This is an optimization exercise on Yosys and OpenROAD, whose aim is small area, not a production implementation. In this exercise RTL edits were held to simulation tests only and were not proved equivalent to the original. Power figures rest on the tool's default switching activity, not on a simulated workload.

==> flow/design.v <==
`default_nettype none
module gencol #(
 parameter NSEL = 3
)
(
input wire yr,             
input wire clr_n,          
input wire [NSEL-1:0] s,   
input wire [NSEL-1:0] p,   
output wire ynew
);
assign ynew = (yr & clr_n) ^ |(s & p);
endmodule
module gf2add (
input wire a,
input wire b,
output wire y
);
assign y = a ^ b;
endmodule
`default_nettype wire
`default_nettype none
module readrc #(
 parameter N = 256,
 parameter L = 128,
 parameter WIDTH = 8  
)
(
input wire [WIDTH-1:0] d,      
input wire [3*L/WIDTH-1:0] sel,  
input wire [L-1:0] yrot,       
input wire clr_n,              
output wire [L-1:0] ynew
);
localparam [N-1:0] RR = 256'h8becd6a49362e043_714d1a1ed7b645bd_19426da74fefc14d_f1dcd03202614a38;
localparam [L-1:0] C = 128'h023334605d2466c2_de9725e270f0ee93;
localparam [N-2:0] RRS = RR >> 1;
localparam [N+L-2:0] S = {RRS, C};
localparam NE = N+L-WIDTH;  
function automatic [7:0] smask(input integer e);
  smask = S[e +: 8];
endfunction
function automatic used(input integer m);
  integer e;
  begin
    used = 1'b0;
    for (e = 0; e < NE; e = e+1)
      if (S[e +: 8] == m)
        used = 1'b1;
  end
endfunction
wire t [32];
genvar h, m, f;
generate for (h = 0; h < 2; h = h+1) begin: half_loop
  wire [3:0] dh = d[4*h +: 4];
  wire [3:0] t2;    
  assign t2[0] = dh[0];
  assign t2[1] = dh[2];
  gf2add add01(.a(dh[0]), .b(dh[1]), .y(t2[2]));
  gf2add add23(.a(dh[2]), .b(dh[3]), .y(t2[3]));
  assign t[16*h+0] = 1'b0;
  for (m = 1; m < 16; m = m+1) begin: comb_loop
    if (m % 4 == 0) begin: hi_only
      assign t[16*h+m] = (m/4 == 1) ? dh[2] : (m/4 == 2) ? dh[3] : t2[3];
    end else if (m / 4 == 0) begin: lo_only
      assign t[16*h+m] = (m == 1) ? dh[0] : (m == 2) ? dh[1] : t2[2];
    end else begin: both
      gf2add add(.a(t[16*h+m%4]), .b(t[16*h+m/4*4]), .y(t[16*h+m]));
    end
  end
end
wire u [256];
for (m = 0; m < 256; m = m+1) begin: mask_loop
  if (m % 16 == 0 || m / 16 == 0) begin: half
    assign u[m] = t[m%16] ^ t[16+m/16];   
  end else if (used(m)) begin: full
    gf2add add(.a(t[m%16]), .b(t[16+m/16]), .y(u[m]));
  end else begin: unused
    assign u[m] = 1'b0;
  end
end
for (f = 0; f < L; f = f+1) begin: bit_loop
  localparam F0 = (f+L-WIDTH) % L;
  localparam A = F0/WIDTH;
  if (F0 + 2*L < NE) begin: sel3
    gencol #(.NSEL(3)) gencol_inst(.yr(yrot[f]), .clr_n, .s(sel[3*A +: 3]),
      .p({u[smask(F0+2*L)], u[smask(F0+L)], u[smask(F0)]}), .ynew(ynew[f]));
  end else begin: sel2
    gencol #(.NSEL(2)) gencol_inst(.yr(yrot[f]), .clr_n, .s(sel[3*A +: 2]),
      .p({u[smask(F0+L)], u[smask(F0)]}), .ynew(ynew[f]));
  end
end
endgenerate
endmodule
`default_nettype wire
`default_nettype none
module toeplitz_p #(
 parameter BS = 64,
 parameter N = 256,
 parameter L = 128,
 parameter WIDTH = 8
)
(
input wire clk,
input wire reset,
input wire [WIDTH-1:0] data,
output reg [L-1:0] q,
output reg qstrobe  
);
localparam CW = 5;  
localparam NG = L/WIDTH;  
reg [CW-1:0] cnt;  
wire last = (cnt == N/WIDTH-1);
wire clr_n = ~(cnt == 0 || reset);
logic [WIDTH-1:0] d;
always_comb
  for (int k = 0; k < WIDTH; k++)
    d[k] = data[WIDTH-1-k] & ~reset;
logic [3*NG-1:0] sel;
always_comb
  for (int a = 0; a < NG; a++) begin
    sel[3*a] = (cnt <= a);
    sel[3*a+1] = (cnt > a) && (cnt <= a + NG);
    sel[3*a+2] = (cnt > a + NG);
  end
reg [L-1:0] y;
wire [L-1:0] yrot = {y[L-WIDTH-1:0], y[L-1:L-WIDTH]};
wire [L-1:0] ynew;
readrc #(.N(N), .L(L), .WIDTH(WIDTH)) readrc_inst(.d, .sel, .yrot, .clr_n, .ynew);
always @(posedge clk) begin
  y <= ynew;
  if (reset || last)
    q <= ynew;
  qstrobe <= last & ~reset;
  cnt <= reset ? '0 : cnt + 1'b1;
end
endmodule
`default_nettype wire
==> flow/flow/run.sh <==
#!/bin/bash
# The standard layout, with two changes that only pick smaller cells:
# the port buffers are buf_1, and clock tree synthesis uses clkbuf_4
# without dummy loads. make's full output goes to flow.log here; each
# tool's own log is under orfs/logs/.
set -euo pipefail
export BUFFER_PORTS_ARGS="-buffer_cell sky130_fd_sc_hd__buf_1"
export CTS_ARGS="-sink_clustering_enable -repair_clock_nets -dont_use_dummy_load -buf_list sky130_fd_sc_hd__clkbuf_4"
bash standard.sh finish > flow.log 2>&1
==> flow/standard.sh <==
#!/bin/bash
# synth_recipe.tcl (not shown) runs the flow's synth.tcl, then flattens the netlist and writes it again
# the make line also repeats each setting of config.mk as NAME=value (left out here)
make -C /OpenROAD-flow-scripts/flow DESIGN_CONFIG=/design/flow/config.mk WORK_HOME=/design/flow/orfs CLKGATE_MAP_FILE= SYNTH_SCRIPT=/design/flow/synth_recipe.tcl "${@:-finish}"
==> flow/config.mk <==
export PLATFORM = sky130hd
export DESIGN_NAME = toeplitz_p
export DESIGN_NICKNAME = toeplitz_p
export VERILOG_FILES = /design/flow/design.v
export SDC_FILE = /design/flow/constraint.sdc
export NUM_CORES = 4
export LEC_CHECK = 0
export ABC_AREA = 0
export CAP_MARGIN = 20
export CORE_MARGIN = 2
export CORE_UTILIZATION = 50
export SLEW_MARGIN = 20
export SYNTH_HIERARCHICAL = 1
==> flow/constraint.sdc <==
create_clock -name core_clock -period 5.0 [get_ports {clk}]
set_input_delay 1.0000 -clock core_clock [delete_from_list [all_inputs] [get_ports {clk}]]
set_output_delay 1.0000 -clock core_clock [all_outputs]
set_load 0.01 [all_outputs]
==> flow_summary.toml, run 1 <==
[logic_synthesis]
ys_types = 35
avgSynthCellArea_um2 = 12.5
netlist_instances = 951
ys_ff_latch = 262
synth_edf_count = 128
netlist_area_um2 = 11800
synth_nets = 968
yosysSeqAreaShare_pct = 55.1
synthFlopType = "dfxtp_1"
async_reset_ff_share_pct = 0
ys.warnings.count = 8

[power]
peakVddDrop_mv = 0.289
p_leak_uw = 0.00555
finalPower_uw = 6260
p_per_area_nw_per_um2 = 455

[sta]
setup_viol = 0
period_share_pct = 75.7
hold_viol_final = 0
fmax_mhz = 264
clock_skew_ps = 73.3
fin_crit_ps = 3780
rsz0062_at_grt = "false"
slew_viol_final = 0
tightest_slew_ps = 1010
maxSlewHeadroom_pct = 32.1
finalSetupTns_ps = 0

[run_status]
outcome = "complete, no violations"

[cts]
cts_max_level = 3
cts.sinks = 262
numCtsBuffers = 67
clk_pin_slew_ps = 60
worstSkewPairLatency_ps = 670
postCtsSetupBuffers = 0
cts_tree = "done"
cts_hold_buf = 0
cts_max_path_buffers = 3
postCtsResizedCells = 0
root_buffer = "clkbuf_4"

[route]
antenna_left = 0
first_pass_iters = 12
drc = 0
avgRoutedWirePerCell_um = 26.6
viasPerCell = 5.96
drt_iter0_markers = 2146
wl_mm = 40.5
num_vias = 9067

[finish]
layout.area.seq_um2 = 6530
layout_common_cells = "xor2_1, buf_1, dfxtp_1"
fillers = 2065
final_nets = 1221
area_growth_pct = 16.2
multiInputGateArea_um2 = 5340
drive_gt1_share_pct = 12.6
design_area_um2 = 13800
final_common_cell = "xor2_1"

[placed_design]
dpl_cell_area_um2 = 13300
dp_hpwl_mm = 28.6
portBuffers = 138
gp_congestion = 1.00

[worst_setup_path]
cp.arrival_ps = 4160
path_class = "input port to register"
critPathLaunchType = "input port"
critPathCaptureType = "register"
crit_required_ps = 5380
startpoint = "reset"
critPathMaxFanout = 11
reg2reg_from = "cnt[1]$_SDFF_PP0_"

[die]
io_pins = 139
fp.dieH_um = 158
rows = 56
die_width_um = 158
dieArea_um2 = 24900
core-area_um2 = 23300
start_util_pct = 50.8

[flow_run]
max-cap-violations = 0

[global_route]
grt_pass1_wl_mm = 58.4
grtUsageTotal_pct = 32.7
antenna_found_initial = 1
grt_pass1_vias = 8943
grt-ovfl-total = 0
grt_max_degree = 129

[worst_hold_path]
hp-class = "register to register"
min_from = "y[54]$_DFF_P_"
## report_power, final
group / total, uW / internal, uW / switching, uW
clock: 1320 / 609 / 707
combinational: 1820 / 562 / 1260
sequential: 3120 / 2950 / 173
total: 6260 / 4120 / 2140
## cell type report
type                            count  share of cell area (%)
Timing Repair Buffer              193                    7.13
Clock buffer                       67                    3.65
Inverter                            4                   0.109
Sequential cell                   262                    47.4
Multi-Input combinational cell    676                    38.8
Tap cell                          319                    2.90
Antenna cell                        1                  0.0182
## synth_stat cells (2+ instances only)
cell        n  area share [%]
xor2_1    325              24
nand2b_1    2            0.11
nand2_1   132             4.2
nor2_1     21            0.67
a22oi_2     8            0.84
ha_1        7            0.74
inv_1       3           0.095
dfxtp_1   134              23
edfxtp_1  128              32
a21oi_1     3            0.13
and2_1      6            0.32
buf_2       5            0.21
o21a_1      4            0.25
clkbuf_1    2           0.063
o21ai_1     2           0.084
nor2b_1    13            0.69
nor3_1      4            0.17
and3_1      3            0.16
a222oi_1  120              10
or2_1       2            0.11
xnor2_1    13            0.96
## kinds of logic after synthesis
group / Yosys count / synth area share, %
buffers and inverters: 13 / 0.560
and+or+nand+nor: 189 / 6.84
xor gates and xnor gates: 338 / 25.0
AOI/OAI and AO/OA: 141 / 11.8
DFF: 262 / 55.1
adders and majority gates: 7 / 0.739
other: 1 / 0.0317
## worst paths after layout
kind	depth (start not counted)	slack, ps	to
hold reg to reg	2	430	y[62]$_DFF_P_
setup / recovery	9	1220	q[64]$_DFFE_PP_
hold / removal	2	430	y[62]$_DFF_P_
setup reg to reg	10	1520	q[104]$_DFFE_PP_
## worst max-delay path: stages
cell and delay (ps):
buf_1 450, buf_4 270, nor2b_2 70, xor2_2 380, xor2_1 710, buf_4 320, xor2_1 110, a222oi_1 690
xor2_1 160
## per-module statistics from Yosys (local to each module, per instance), excerpt
module	cell area, um^2	times used	flip-flops and latches	cells inside
gf2add	8.76	197	0	1
toeplitz_p	7220	1	262	369
## metrics by stage
| step | setup WS (ps) | hold slack, ps | utilization (%) | instances |
|---|---|---|---|---|
| 2_1_floorplan | 94.9 | 458 | - | 951 |
| 3_3_place_gp | 653 | 464 | 56.8 | 1454 |
| 3_5_place_dp | 536 | 469 | 56.8 | 1454 |
| 4_1_cts | 1230 | 424 | 59.0 | 1521 |
| 5_1_grt | 1160 | 440 | 59.0 | 1522 |
| 6_report | 1220 | 426 | 59.0 | 1522 |
## sequential cells by signal, summed over array words and instances (netlist names)
name and count:
q 128, y 128, cnt 5, qstrobe 1
## metal layers
metal / part of all wire (%) / track usage [%] / up-vias
met4: 3.9 / 14.3 / 0
met2: 44 / 48.5 / 637
met5: 0 / 0 / -
met3: 11 / 8.13 / 96
met1: 41 / 45.5 / 4287
li1: - / - / 4047
==> run 2, diff against run 1 <==
--- a/flow/design.v
+++ b/flow/design.v
@@ -107,11 +107,12 @@
 output reg [L-1:0] q,
 output reg qstrobe  
 );
-localparam CW = 5;  
 localparam NG = L/WIDTH;  
-reg [CW-1:0] cnt;  
-wire last = (cnt == N/WIDTH-1);
-wire clr_n = ~(cnt == 0 || reset);
+reg [NG-1:0] j;
+wire first = ~j[0] & ~j[NG-1];          
+wire last = j[NG-1] & ~j[NG-2];         
+wire late = j[NG-1] & ~j[0];            
+wire clr_n = ~(first | reset);
 logic [WIDTH-1:0] d;
 always_comb
   for (int k = 0; k < WIDTH; k++)
@@ -119,9 +120,9 @@
 logic [3*NG-1:0] sel;
 always_comb
   for (int a = 0; a < NG; a++) begin
-    sel[3*a] = (cnt <= a);
-    sel[3*a+1] = (cnt > a) && (cnt <= a + NG);
-    sel[3*a+2] = (cnt > a + NG);
+    sel[3*a] = ~j[a] & ~late;
+    sel[3*a+1] = j[a];
+    sel[3*a+2] = ~j[a] & late;
   end
 reg [L-1:0] y;
 wire [L-1:0] yrot = {y[L-WIDTH-1:0], y[L-1:L-WIDTH]};
@@ -132,7 +133,7 @@
   if (reset || last)
     q <= ynew;
   qstrobe <= last & ~reset;
-  cnt <= reset ? '0 : cnt + 1'b1;
+  j <= reset ? '0 : {j[NG-2:0], ~j[NG-1]};
 end
 endmodule
 `default_nettype wire
==> flow/flow/run.sh (replaced) <==
#!/bin/bash
# The standard layout, with two changes that only pick smaller cells:
# the port buffers are buf_1, and clock tree synthesis uses clkbuf_4 in clusters of up to 9 sinks
# without dummy loads. make's full output goes to flow.log here; each
# tool's own log is under orfs/logs/.
set -euo pipefail
export BUFFER_PORTS_ARGS="-buffer_cell sky130_fd_sc_hd__buf_1"
export CTS_ARGS="-sink_clustering_enable -repair_clock_nets -dont_use_dummy_load -buf_list sky130_fd_sc_hd__clkbuf_4 -sink_clustering_size 9 -sink_clustering_max_diameter 60"
bash standard.sh finish > flow.log 2>&1
--- a/flow/config.mk
+++ b/flow/config.mk
@@ -9,5 +9,6 @@
 export CAP_MARGIN = 20
 export CORE_MARGIN = 2
 export CORE_UTILIZATION = 50
+export GPL_TIMING_DRIVEN = 0
 export SLEW_MARGIN = 20
 export SYNTH_HIERARCHICAL = 1
==> run 2 against run 1 <==
  * Now fails the layout checks on setup timing
  * Sequential share of layout area rose by 2.0 points
  * Core utilization fell by 0.29 points
  * First-iteration DRC count fell by 17%
  * Via count fell by 6.5%
  * Non-clock buffer count fell by 29
  * Setup slack got worse by 1300 ps
  * Critical endpoint is now q[51]$_DFFE_PP_
==> flow_summary.toml, run 2 <==
[run_status]
outcome = "failed layout checks"
violations = "setup timing"

[sta]
fmax_mhz = 198
period_share_pct = 101
clock_skew_ps = 60.6
hold_viol_final = 0
tightest_slew_ps = 1110
layout_setup_ws_ps = -39.0
maxSlewHeadroom_pct = 26.2
setup_viol = 2
finalSetupTns_ps = -39.7
rsz0062_at_grt = "false"
fin_crit_ps = 5040
slew_viol_final = 0

[power]
peakVddDrop_mv = 0.230
p_per_area_nw_per_um2 = 410
p_leak_uw = 0.00536

[global_route]
grt_max_degree = 61
grt_pass1_wl_mm = 52.9
grtUsageTotal_pct = 29.3
grt-ovfl-total = 0
antenna_found_initial = 1
grt_pass1_vias = 8173

[placed_design]
dpl_cell_area_um2 = 13400
dp_hpwl_mm = 26.1
gp_congestion = 0.960
portBuffers = 138

[finish]
multiInputGateArea_um2 = 5290
layout.area.seq_um2 = 6750
area_growth_pct = 16.2
design_area_um2 = 13700
fillers = 2026
drive_gt1_share_pct = 10.1
final_nets = 1127
reg_top3 = "q (128), y (128), j (16)"
layout_common_cells = "xor2_1, dfxtp_1, buf_1"
final_common_cell = "xor2_1"

[worst_setup_path]
cp_slowest_cell = "xor2_4"
timing.rr.end = "q[72]$_DFFE_PP_"
crit_required_ps = 5360
path_cells = "buf_1 > buf_4 > nor2b_4 > xor2_4 > xor2_4 > xor2_1 > a222oi_1 > xor2_1"
path_class = "input port to register"
r2r_setup_slack_ps = 2270
slowest_delay_ps = 930
critPathMaxFanout = 19
reg2reg_depth = 6
critPathCaptureType = "register"
reg2reg_from = "j[15]$_SDFF_PP0_"
critPathLaunchType = "input port"
critical_path.top_delay_family = "XOR/XNOR gates"
cp.arrival_ps = 5400
critPathBufInv = 2

[die]
core-area_um2 = 23300
dieArea_um2 = 24700
io_pins = 139
start_util_pct = 50.5
die_width_um = 157
rows = 56
fp.dieH_um = 157

[route]
avgRoutedWirePerCell_um = 25.3
num_vias = 8475
drc = 0
viasPerCell = 5.91
antenna_left = 0
first_pass_iters = 10
drt_iter0_markers = 1779
wl_mm = 36.3

[flow_run]
max-cap-violations = 0

[worst_hold_path]
min_to = "y[14]$_DFF_P_"
hp-class = "register to register"
hold-path-cell-count = 2
min_from = "y[6]$_DFF_P_"

[logic_synthesis]
netlist_instances = 919
ys.warnings.count = 8
netlist_area_um2 = 11700
avgSynthCellArea_um2 = 12.8
synth_nets = 929

[cts]
postCtsSetupBuffers = 0
postCtsResizedCells = 0
clk_pin_slew_ps = 120
cts_max_level = 2
root_buffer = "clkbuf_4"
worstSkewPairLatency_ps = 650
cts_tree = "done"
cts.sinks = 273
cts_hold_buf = 0
numCtsBuffers = 36
cts_max_path_buffers = 3
run 2: how the worst max path moves through the flow:
stage           from                to  slack, ps  cells after the start
5_1_grt        reset   q[56]$_DFFE_PP_         70                      8
4_1_cts        reset  q[114]$_DFFE_PP_        170                      9
3_5_place_dp   reset  q[114]$_DFFE_PP_       -470                      9
3_3_place_gp   reset  q[114]$_DFFE_PP_      -2830                      8
6_report       reset   q[51]$_DFFE_PP_        -40                      8
2_1_floorplan  reset   q[28]$_DFFE_PP_          2                      7
run 2: layer usage:
layer | GRT usage, % | vias to the layer above | wire [um]
li1 | - | 3791 | -
met1 | 41.8 | 4064 | 15300
met2 | 43.6 | 529 | 15900
met3 | 6.58 | 91 | 3690
met4 | 10.9 | 0 | 1370
met5 | 0 | - | 0
run 2: power by group:
part	switching [uW]	leakage, uW	internal (uW)	total, uW
Combinational	1090	0.00271	486	1580
Clock	665	0.000166	334	999
Sequential	127	0.00248	2900	3030
run 2: area by class of cell:
type,instances,share of cell area [%]
sequential,273,49.4
multi-input combinational,640,38.7
timing repair buffer,160,6.55
tap,319,2.92
clock buffer,36,1.98
buffer,4,0.321
inverter,2,0.0733
antenna,1,0.0183
run 2: worst register-to-register path: stages (launching register included):
cell     delay [ps]
dfxtp_1         800
nor2_1          400
nor2_4          500
buf_16          230
buf_16          190
nand2_1         110
xor2_1          180
run 2: per-stage QoR:
step	power [uW]	utilization (%)	std cells	hold slack, ps	setup slack (ps)
after floorplan	3960	-	919	458	1.95
after global placement	4550	54.6	1376	466	-2830
after detailed placement	4620	57.5	1398	470	-468
after CTS	5620	58.7	1434	454	170
after global routing	5860	58.7	1435	484	74.5
final	5600	58.7	1435	454	-39.0
==> run 3, diff against run 2 <==
--- a/flow/config.mk
+++ b/flow/config.mk
@@ -8,7 +8,7 @@
 export ABC_AREA = 0
 export CAP_MARGIN = 20
 export CORE_MARGIN = 2
-export CORE_UTILIZATION = 50
-export GPL_TIMING_DRIVEN = 0
+export CORE_UTILIZATION = 70
+export GPL_TIMING_DRIVEN = 1
 export SLEW_MARGIN = 20
 export SYNTH_HIERARCHICAL = 1
==> run 3 against run 2 <==
  * The run now finishes clean
  * Non-clock buffer count up 19
  * Sequential power barely moved
  * Clock skew up 25 ps
  * Area after synthesis stayed put
  * Worst hold slack worse by 27 ps
  * Critical path type unchanged
  * Synthesized cell count unchanged
  * Count of clock-buffer cells in the layout unchanged
  * Highest routed layer unchanged
  * Core utilization grew 21 points
  * Via count up 8.8%
  * Global-route usage rose by 12 points
  * Setup slack gained 1300 ps
==> flow_summary.toml, run 3 <==
[cts]
worstSkewPairLatency_ps = 680
postCtsSetupBuffers = 0
cts_tree = "done"
clk_pin_slew_ps = 110
cts_max_path_buffers = 3
numCtsBuffers = 36
postCtsResizedCells = 0
cts.sinks = 273
root_buffer = "clkbuf_4"
cts_max_level = 2
cts_hold_buf = 0

[global_route]
grt-ovfl-total = 0
grt_max_degree = 79
grtUsageTotal_pct = 41.4
grt_pass1_wl_mm = 54.5
antenna_found_initial = 1
grt_pass1_vias = 8777

[worst_setup_path]
path_common_cell = "xor2_1"
slowest_delay_ps = 590
reg2reg_from = "j[15]$_SDFF_PP0_"
critPathLaunchType = "input port"
crit_cells = 9
critical_path.top_delay_family = "XOR/XNOR gates"
reg2reg_depth = 5
path_cells = "buf_1 > nor2b_2 > xor2_2 > buf_4 > xor2_1 > buf_4 > xor2_1 > a222oi_1 > xor2_1"
r2r_setup_slack_ps = 2150
path_class = "input port to register"
critPathMaxFanout = 11
timing.rr.end = "q[107]$_DFFE_PP_"
critPathBufInv = 3
cp_slowest_cell = "xor2_2"
crit_required_ps = 5320
critPathCaptureType = "register"
cp.arrival_ps = 4070

[die]
dieArea_um2 = 17800
fp.dieH_um = 134
io_pins = 139
start_util_pct = 71.3
die_width_um = 134
core-area_um2 = 16500
rows = 47

[logic_synthesis]
ys.warnings.count = 8
avgSynthCellArea_um2 = 12.8
netlist_area_um2 = 11700
netlist_instances = 919
synth_nets = 929

[route]
drc = 0
antenna_left = 0
first_pass_iters = 17
num_vias = 9220
wl_mm = 37.2
drt_iter0_markers = 2858
viasPerCell = 6.80
avgRoutedWirePerCell_um = 27.5

[finish]
final_common_cell = "xor2_1"
design_area_um2 = 13200
utilization_pct = 80.1
final_nets = 1146
reg_top3 = "q (128), y (128), j (16)"
drive_gt1_share_pct = 10.1
area_growth_pct = 12.3
layout_common_cells = "xor2_1, dfxtp_1, buf_1"

[flow_run]
max-cap-violations = 0

[power]
p_leak_uw = 0.00533
p_per_area_nw_per_um2 = 427
peakVddDrop_mv = 0.352

[sta]
period_share_pct = 74.9
maxSlewHeadroom_pct = 33.8
hold_viol_final = 0
slew_viol_final = 0
clock_skew_ps = 85.3
fmax_mhz = 267
setup_viol = 0
fin_crit_ps = 3750
tightest_slew_ps = 989
finalSetupTns_ps = 0
rsz0062_at_grt = "false"

[placed_design]
gp_congestion = 1.02
dp_hpwl_mm = 26.2
dpl_cell_area_um2 = 12900
portBuffers = 138

[worst_hold_path]
min_to = "y[38]$_DFF_P_"
hold-path-cell-count = 2
min_from = "y[30]$_DFF_P_"
hp-class = "register to register"

[run_status]
outcome = "complete, no violations"
[run 3: metal layers]
metal	global-route usage, %	part of all wire (%)
met5	0	0
met4	22.1	6.0
met3	10.5	13
met2	62.6	44
met1	55.6	36
[run 3: cell type report]
class	count	area (um^2)
fill	1033	3280
inverter	2	10.0
sequential	273	6750
clock buffer	36	270
timing repair buffer	183	868
multi-input combinational	640	5010
antenna	2	5.00
tap	220	275
[run 3: worst max-delay path by stage]
stage,startpoint,to,slack [ps]
after floorplan,reset,q[28]$_DFFE_PP_,2
after global placement,reset,q[57]$_DFFE_PP_,850
after detailed placement,reset,q[83]$_DFFE_PP_,810
after CTS,reset,q[89]$_DFFE_PP_,1400
after global routing,reset,q[89]$_DFFE_PP_,1210
final,reset,q[12]$_DFFE_PP_,1250
[run 3: report_power, final]
part	leakage [uW]	internal [uW]	switching (uW)
clock network	0.000166	334	674
registers	0.00248	2900	160
logic	0.00268	473	1080
total	0.00533	3710	1920
[run 3: tightest hold or removal path, cell delays in order, from the launching register on]
cell and delay (ps):
dfxtp_1 310, nand2_1 70, xor2_1 80
[run 3: per-stage QoR]
stage          total power [uW]  cells  hold slack, ps  worst slack, ps
2_1_floorplan              3960    919             458             1.95
3_3_place_gp               4530   1318             462              854
3_5_place_dp               4580   1318             470              814
4_1_cts                    5570   1354             438             1400
5_1_grt                    5810   1355             476             1210
6_report                   5620   1356             427             1250
==> run 4, diff against run 3 <==
==> flow/flow/run.sh (replaced) <==
#!/bin/bash
# The standard layout, with changes that only pick smaller cells:
# the port buffers are buf_1; clock tree synthesis uses clkbuf_4 in
# clusters of up to 9 sinks, without dummy loads; and after the
# placement's design repair, gates with slack to spare are sized down
# (recover.tcl). make's full output goes to flow.log here; each tool's
# own log is under orfs/logs/.
set -euo pipefail
here=$(cd "$(dirname "$0")" && pwd)
export BUFFER_PORTS_ARGS="-buffer_cell sky130_fd_sc_hd__buf_1"
export CTS_ARGS="-sink_clustering_enable -repair_clock_nets -dont_use_dummy_load -buf_list sky130_fd_sc_hd__clkbuf_4 -sink_clustering_size 9 -sink_clustering_max_diameter 60"
export POST_RESIZE_TCL="$here/recover.tcl"
bash standard.sh finish > flow.log 2>&1
==> flow/flow/recover.tcl (new file) <==
# Run after the placement's design repair (POST_RESIZE hook): size down
# the gates that have timing slack to spare, to recover area.
estimate_parasitics -placement
repair_timing -recover_power 100
==> run 4 against run 3 <==
  * Worst hold slack gained 34 ps
  * Maximum frequency shrank 13%
  * Register-to-register slack improved by 20 ps
  * Combinational power hardly changed
  * Sequential power about the same
  * Setup slack lost 570 ps
  * Global-route usage shrank 0.19 points
  * Synthesized cell count unchanged
==> flow_summary.toml, run 4 <==
[logic_synthesis]
avgSynthCellArea_um2 = 12.8
netlist_area_um2 = 11700
netlist_instances = 919
ys.warnings.count = 8
synth_nets = 929

[global_route]
grt-ovfl-total = 0
grt_pass1_vias = 8750
grt_pass1_wl_mm = 54.2
antenna_found_initial = 0
grt_max_degree = 79
grtUsageTotal_pct = 41.3

[cts]
cts_hold_buf = 0
postCtsResizedCells = 0
cts_tree = "done"
cts.sinks = 273
cts_max_path_buffers = 3
cts_max_level = 2
root_buffer = "clkbuf_4"
clk_pin_slew_ps = 120
postCtsSetupBuffers = 0
numCtsBuffers = 36
worstSkewPairLatency_ps = 630

[run_status]
outcome = "complete, no violations"

[sta]
rsz0062_at_grt = "false"
maxSlewHeadroom_pct = 33.2
slew_viol_final = 0
layout_setup_ws_ps = 687
period_share_pct = 86.3
fin_crit_ps = 4310
hold_viol_final = 0
tightest_slew_ps = 999
fmax_mhz = 232
clock_skew_ps = 47.9
finalSetupTns_ps = 0
setup_viol = 0

[die]
die_width_um = 134
dieArea_um2 = 17800
start_util_pct = 71.3
io_pins = 139
core-area_um2 = 16500
fp.dieH_um = 134
rows = 47

[route]
drt_iter0_markers = 2596
first_pass_iters = 14
viasPerCell = 6.82
num_vias = 9237
drc = 0
wl_mm = 37.1
avgRoutedWirePerCell_um = 27.4
antenna_left = 0

[finish]
layout_common_cells = "xor2_1, dfxtp_1, buf_1"
area_growth_pct = 11.5
final_nets = 1147
drive_gt1_share_pct = 8.19
diodes = 0
final_common_cell = "xor2_1"
reg_top3 = "q (128), y (128), j (16)"

[worst_setup_path]
slowest_delay_ps = 740
critical_path.top_delay_family = "buffers and inverters"
reg2reg_depth = 5
cp_slowest_cell = "clkbuf_1"
critPathBufInv = 4
reg2reg_from = "j[15]$_SDFF_PP0_"
path_cells = "clkbuf_1 > clkbuf_1 > nor2b_1 > buf_4 > xor2_1 > clkbuf_1 > xor2_1 > a222oi_1 > xor2_1"
r2r_setup_slack_ps = 2170
cp.arrival_ps = 4650
critPathLaunchType = "input port"
timing.rr.end = "q[124]$_DFFE_PP_"
critPathMaxFanout = 16
path_class = "input port to register"
crit_required_ps = 5340
critPathCaptureType = "register"

[worst_hold_path]
min_from = "y[121]$_DFF_P_"
hold-path-cell-count = 2
hp-class = "register to register"
min_to = "y[1]$_DFF_P_"

[power]
p_per_area_nw_per_um2 = 427
power_frac_comb_pct = 27.4
seq_power_share_pct = 54.7
sw_frac_of_total_pct = 34.0
p_leak_uw = 0.00527
peakVddDrop_mv = 0.333
clockPowerShare_pct = 17.9
p_int_uw = 3690
finalPower_uw = 5600
switchingPower_uw = 1900

[placed_design]
place_ws_ps = 284
portBuffers = 138
gp_congestion = 1.02
dp_hpwl_mm = 26.0

[flow_run]
max-cap-violations = 0
run 4: layout make-up:
cell class | count | area, um^2
tap | 220 | 275
multi-input combinational | 640 | 4970
sequential | 273 | 6750
clock buffer | 36 | 270
timing repair buffer | 184 | 822
fill | 1001 | 3370
inverter | 2 | 10.0
run 4: worst reg2reg max path, cell delays in order (launching register included):
cell and delay [ps]:
dfxtp_1 800, nand2b_4 310, inv_4 390, nor2_1 230
a222oi_1 630, xor2_1 190
run 4: how the worst max path moves through the flow:
stage	slack, ps	from	depth (start not counted)	endpoint
after floorplan	2	reset	7	q[28]$_DFFE_PP_
after global placement	850	reset	10	q[57]$_DFFE_PP_
after detailed placement	280	reset	8	q[12]$_DFFE_PP_
after CTS	950	reset	8	q[12]$_DFFE_PP_
after global routing	680	reset	8	q[12]$_DFFE_PP_
final	690	reset	9	q[12]$_DFFE_PP_
run 4: through the flow:
stage	hold WS [ps]	cells	util, %	cell area [um^2]
4_1_cts	466	1354	79.4	13100
3_3_place_gp	462	1318	78.4	12900
5_1_grt	497	1355	79.6	13100
2_1_floorplan	458	919	-	11800
6_report	461	1355	79.6	13100
3_5_place_dp	470	1318	77.7	12800
run 4: power groups by stage:
stage	clock, uW	combinational (uW)	sequential (uW)
2_1_floorplan	0	797	3160
3_3_place_gp	0	1450	3080
3_5_place_dp	0	1460	3110
4_1_cts	1000	1470	3060
5_1_grt	1090	1590	3100
6_report	1000	1540	3060
run 4: per-layer routing:
layer | vias to the layer above | share of wire (%) | GRT usage (%) | routed length, um
met4 | 0 | 5.9 | 19.1 | 2190
met3 | 187 | 13 | 10.4 | 5010
met5 | - | 0 | 0 | 0
met2 | 881 | 44 | 63.5 | 16500
li1 | 3849 | - | - | -
met1 | 4320 | 36 | 55.7 | 13400
==> run 5, diff against run 4 <==
==> flow/flow/run.sh (replaced) <==
#!/bin/bash
# The standard layout, with changes that only pick smaller cells:
# the port buffers are buf_1; clock tree synthesis uses clkbuf_4 in
# clusters of up to 8 sinks, without dummy loads; and after the
# placement's design repair, gates with slack to spare are sized down
# (recover.tcl). make's full output goes to flow.log here; each tool's
# own log is under orfs/logs/.
set -euo pipefail
here=$(cd "$(dirname "$0")" && pwd)
export BUFFER_PORTS_ARGS="-buffer_cell sky130_fd_sc_hd__buf_1"
export CTS_ARGS="-sink_clustering_enable -repair_clock_nets -dont_use_dummy_load -buf_list sky130_fd_sc_hd__clkbuf_4 -sink_clustering_size 8 -sink_clustering_max_diameter 60"
export POST_RESIZE_TCL="$here/recover.tcl"
bash standard.sh finish > flow.log 2>&1
==> run 5 against run 4 <==
  * Still clean
  * Final cell count up 0.37%
  * Clock power up 5%
  * Global-route usage up 0.086 points
  * Die area unchanged
  * Area after synthesis unchanged
  * Sequential share of layout area down 0.13 points
  * Critical path depth unchanged
  * Core utilization up 0.20 points
  * Register-to-register slack worse by 20 ps
  * Synthesized cell count unchanged
  * Setup slack better by 140 ps
  * Combinational power about the same
  * Highest routed layer unchanged
==> flow_summary.toml, run 5 <==
[placed_design]
dp_hpwl_mm = 26.0
portBuffers = 138
gp_congestion = 1.02
place_ws_ps = 284
dpl_cell_area_um2 = 12800

[sta]
clock_skew_ps = 86.1
fin_crit_ps = 4180
fmax_mhz = 239
hold_ws_ps = 448
maxSlewHeadroom_pct = 34.8
setup_viol = 0
period_share_pct = 83.5
layout_setup_ws_ps = 825
hold_viol_final = 0
rsz0062_at_grt = "false"
finalSetupTns_ps = 0
tightest_slew_ps = 974
slew_viol_final = 0

[cts]
postCtsSetupBuffers = 0
clk_pin_slew_ps = 80
numCtsBuffers = 40
cts_max_level = 2
postCtsResizedCells = 0
worstSkewPairLatency_ps = 680
cts_max_path_buffers = 3
cts_tree = "done"
cts.sinks = 273
cts_hold_buf = 0
root_buffer = "clkbuf_4"

[route]
antenna_left = 0
viasPerCell = 6.82
num_vias = 9281
drt_iter0_markers = 2291
first_pass_iters = 17
drc = 0
wl_mm = 37.2
avgRoutedWirePerCell_um = 27.3

[logic_synthesis]
netlist_instances = 919
netlist_area_um2 = 11700
ys.warnings.count = 8
synth_nets = 929
avgSynthCellArea_um2 = 12.8

[worst_setup_path]
critPathLaunchType = "input port"
crit_required_ps = 5410
critPathMaxFanout = 11
path_class = "input port to register"
cp_slowest_cell = "xor2_1"
slowest_delay_ps = 750
timing.rr.end = "q[123]$_DFFE_PP_"
critPathCaptureType = "register"
reg2reg_from = "j[15]$_SDFF_PP0_"
r2r_setup_slack_ps = 2150
path_cells = "clkbuf_1 > clkbuf_1 > nor2b_1 > xor2_2 > xor2_1 > buf_4 > xor2_1 > a222oi_1 > xor2_1"
reg2reg_depth = 5
path_common_cell = "xor2_1"
cp.arrival_ps = 4590

[die]
core-area_um2 = 16500
fp.dieH_um = 134
io_pins = 139
rows = 47
dieArea_um2 = 17800
die_width_um = 134
start_util_pct = 71.3

[power]
sw_frac_of_total_pct = 33.9
seq_power_share_pct = 54.2
p_per_area_nw_per_um2 = 430
peakVddDrop_mv = 0.327
power_frac_comb_pct = 27.2
p_int_uw = 3730
p_leak_uw = 0.00529
clockPowerShare_pct = 18.5
switchingPower_uw = 1910

[worst_hold_path]
min_to = "y[14]$_DFF_P_"
hp-class = "register to register"
hold-path-cell-count = 2
min_from = "y[6]$_DFF_P_"

[finish]
drive_gt1_share_pct = 8.52
area_growth_pct = 11.8
final_nets = 1151
final_common_cell = "xor2_1"
utilization_pct = 79.7
layout_common_cells = "xor2_1, dfxtp_1, buf_1"
reg_top3 = "q (128), y (128), j (16)"
design_area_um2 = 13100

[global_route]
grt-ovfl-total = 0
grt_use_met2_pct = 63.3
grt_pass1_wl_mm = 54.5
use_met1_pct = 55.9
grt_max_degree = 79
grt_pass1_vias = 8773
grt_use_met3_pct = 10.3
grtUsageTotal_pct = 41.3
antenna_found_initial = 1
grt.busiest_layer = "met2"

[flow_run]
max-cap-violations = 0

[run_status]
outcome = "complete, no violations"
-- run 5: layer usage --
layer | vias to the layer above | wire length (um)
met5 | - | 0
met4 | 0 | 2280
met3 | 176 | 5080
met2 | 895 | 16600
met1 | 4356 | 13300
li1 | 3854 | -
-- run 5: power by group through the flow --
stage	sequential (uW)	clock, uW	combinational, uW
6_report	3060	1050	1540
4_1_cts	3060	1060	1470
5_1_grt	3100	1140	1590
3_3_place_gp	3080	0	1450
2_1_floorplan	3160	0	797
3_5_place_dp	3110	0	1460
-- run 5: worst max path at each step --
stage | from | endpoint | slack [ps] | depth (start not counted)
detailed placement | reset | q[12]$_DFFE_PP_ | 280 | 8
global placement | reset | q[57]$_DFFE_PP_ | 850 | 10
floorplan | reset | q[28]$_DFFE_PP_ | 2 | 7
CTS | reset | q[63]$_DFFE_PP_ | 970 | 4
finish | reset | q[89]$_DFFE_PP_ | 820 | 9
global route | reset | q[12]$_DFFE_PP_ | 710 | 8
-- run 5: layout make-up --
cell class / count / area [um^2]
Sequential cell: 273 / 6750
Multi-Input combinational cell: 640 / 4970
Fill cell: 1009 / 3330
Timing Repair Buffer: 184 / 822
Clock buffer: 40 / 300
Tap cell: 220 / 275
Inverter: 2 / 10.0
Antenna cell: 1 / 2.50
-- run 5: metrics by stage --
| stage | std cells | total power [uW] |
|---|---|---|
| after CTS | 1358 | 5590 |
| after detailed placement | 1318 | 4560 |
| after global routing | 1360 | 5820 |
| after global placement | 1318 | 4530 |
| after floorplan | 919 | 3960 |
| final | 1360 | 5640 |
-- run 5: critical path, delay by kind of cell --
kind            cells  cell delay [ps]
xor+xnor            4             1640
buf+inv             3             1230
compound gates      1              530
simple gates        1              180
==> run 6, diff against run 5 <==
--- a/flow/design.v
+++ b/flow/design.v
@@ -116,13 +116,13 @@
 logic [WIDTH-1:0] d;
 always_comb
   for (int k = 0; k < WIDTH; k++)
-    d[k] = data[WIDTH-1-k] & ~reset;
+    d[k] = data[WIDTH-1-k];
 logic [3*NG-1:0] sel;
 always_comb
   for (int a = 0; a < NG; a++) begin
-    sel[3*a] = ~j[a] & ~late;
-    sel[3*a+1] = j[a];
-    sel[3*a+2] = ~j[a] & late;
+    sel[3*a] = ~j[a] & ~late & ~reset;
+    sel[3*a+1] = j[a] & ~reset;
+    sel[3*a+2] = ~j[a] & late & ~reset;
   end
 reg [L-1:0] y;
 wire [L-1:0] yrot = {y[L-WIDTH-1:0], y[L-1:L-WIDTH]};
==> run 6 against run 5 <==
  * Largest power group unchanged
  * Synthesized cell count up 1.5%
  * Highest routed layer unchanged
  * Via count up 0.51%
  * Sequential power down 7.5%
  * Die area up 0.70%
  * Clock skew down 31 ps
==> flow_summary.toml, run 6 <==
[run_status]
outcome = "complete, no violations"

[cts]
cts.sinks = 273
cts_hold_buf = 0
worstSkewPairLatency_ps = 620
cts_max_level = 2
numCtsBuffers = 40
root_buffer = "clkbuf_4"
cts_tree = "done"
cts_max_path_buffers = 3
postCtsResizedCells = 0
clk_pin_slew_ps = 80
postCtsSetupBuffers = 0

[finish]
multiInputGateArea_um2 = 5060
layout_common_cells = "xor2_1, dfxtp_1, buf_1"
drive_gt1_share_pct = 9.64
fillers = 989
final_nets = 1163
area_growth_pct = 12.5
layout.area.seq_um2 = 6750
finalNonFillerCells = 1372
final_common_cell = "xor2_1"
utilization_pct = 80.5
reg_top3 = "q (128), y (128), j (16)"

[placed_design]
place_ws_ps = 459
portBuffers = 138
dp_hpwl_mm = 26.8
gp_congestion = 1.05
dp_cells = 1330

[worst_setup_path]
critPathLaunchType = "input port"
critical_path.top_delay_family = "buffers and inverters"
slowest_delay_ps = 760
cp_slowest_cell = "clkbuf_1"
path_common_cell = "xor2_1"
critPathCaptureType = "register"
path_class = "input port to register"
cp.arrival_ps = 4340
critPathMaxFanout = 16
critPathBufInv = 4
path_cells = "buf_1 > clkbuf_1 > xor2_2 > buf_4 > xor2_1 > buf_4 > xor2_1 > a222oi_1 > xor2_1"
crit_required_ps = 5350

[global_route]
grt-ovfl-total = 0
grtUsageTotal_pct = 41.5
grt_max_degree = 129
grt_pass1_vias = 8978
antenna_found_initial = 2
grt_pass1_wl_mm = 54.9

[flow_run]
max-cap-violations = 0

[logic_synthesis]
netlist_area_um2 = 11800
synth_nets = 943
ys.warnings.count = 8
netlist_instances = 933
avgSynthCellArea_um2 = 12.7

[power]
peakVddDrop_mv = 0.344
p_leak_uw = 0.00490
p_per_area_nw_per_um2 = 390

[die]
die_width_um = 134
io_pins = 139
fp.dieH_um = 134
rows = 47
start_util_pct = 71.6
dieArea_um2 = 18000
core-area_um2 = 16500

[sta]
fin_crit_ps = 3990
tightest_slew_ps = 1300
slew_viol_final = 0
setup_viol = 0
clock_skew_ps = 54.8
period_share_pct = 79.8
hold_viol_final = 0
rsz0062_at_grt = "false"
finalSetupTns_ps = 0
maxSlewHeadroom_pct = 12.4
layout_setup_ws_ps = 1010
fmax_mhz = 251

[route]
avgRoutedWirePerCell_um = 27.5
viasPerCell = 6.80
drt_iter0_markers = 2738
first_pass_iters = 14
wl_mm = 37.8
drc = 0
num_vias = 9328
antenna_left = 0

[worst_hold_path]
hp-class = "register to register"
[run 6: path summary, 6_finish.rpt]
check,startpoint,to,slack [ps],cells past startpoint
min reg2reg,y[19]$_DFF_P_,y[27]$_DFF_P_,450,2
min,y[19]$_DFF_P_,y[27]$_DFF_P_,450,2
max reg2reg,j[15]$_SDFF_PP0_,q[19]$_DFFE_PP_,1900,5
max,data[5],q[102]$_DFFE_PP_,1010,9
[run 6: per-stage QoR]
step,total power (uW),hold WS (ps),area (um^2)
global route,5320,474,13300
global placement,4070,463,13000
detailed placement,4110,478,13000
CTS,5130,451,13300
finish,5180,453,13300
floorplan,3560,458,11800
[run 6: area by class of cell]
cell class / count / area share (%)
antenna: 1 / 0.0188
multi-input combinational: 650 / 38.0
tap: 220 / 2.07
inverter: 2 / 0.0564
timing repair buffer: 186 / 6.86
clock buffer: 40 / 2.26
sequential: 273 / 50.7
[run 6: report_power, final]
| part | leakage (uW) | switching [uW] | internal (uW) |
|---|---|---|---|
| Combinational | 0.00221 | 926 | 386 |
| Sequential | 0.00251 | 111 | 2710 |
| Clock | 0.000184 | 677 | 370 |
[run 6: per-layer routing]
layer / global-route usage, % / share of wire [%] / up-vias
met3: 11.5 / 13 / 185
met2: 64.0 / 44 / 852
li1: - / - / 3896
met5: 0 / 0 / -
met1: 55.4 / 36 / 4395
met4: 18.7 / 5.7 / 0
[run 6: worst reg2reg max path: cells and delay by family (launching register included)]
family | cells | cell delay, ps
xor gates and xnor gates | 1 | 270
AOI/OAI and AO/OA | 1 | 760
buffers and inverters | 1 | 320
and+or+nand+nor | 2 | 910
DFF | 1 | 500

## re-timing with driven ports
The flow's constraints put no driver on any port. The routed layouts listed below were extracted and timed again, unchanged, in two steps.
Step 1 assumes that a clkbuf_16 drives the clock port and a buf_2 every other input.
Step 2, shift: input delay + t, output delay - t, t = (earliest + latest rising clock arrival at the registers) / 2. This alone moves slack from input paths to output paths.
a / b / c = ideal / step 1 / step 2; a / b = the first two.
| run | shift t [ns] | slack for setup (ns) | latest minus earliest clock arrival (ns) | worst register clock-pin slew, ns | worst slew at a driven data input, ns |
|---|---|---|---|---|---|
| run 1 | 0.667 | 1.216 / 1.236 / 0.568 | 0.081 / 0.081 | 0.07 / 0.07 | 0.03 |
| run 2 | 0.661 | -0.039 / -0.024 / -0.686 | 0.060 / 0.061 | 0.12 / 0.12 | 0.04 |
| run 3 | 0.671 | 1.255 / 1.264 / 0.592 | 0.107 / 0.107 | 0.11 / 0.11 | 0.05 |
| run 4 | 0.653 | 0.687 / 0.699 / 0.046 | 0.073 / 0.072 | 0.12 / 0.12 | 0.05 |
| run 5 | 0.683 | 0.825 / 0.838 / 0.154 | 0.093 / 0.093 | 0.11 / 0.11 | 0.05 |
| run 6 | 0.634 | 1.011 / 1.030 / 0.396 | 0.059 / 0.058 | 0.10 / 0.10 | 0.04 |
For run 5, which loses most, drivers alone change the setup slack by +0.013 ns; drivers and shift together by -0.671 ns.
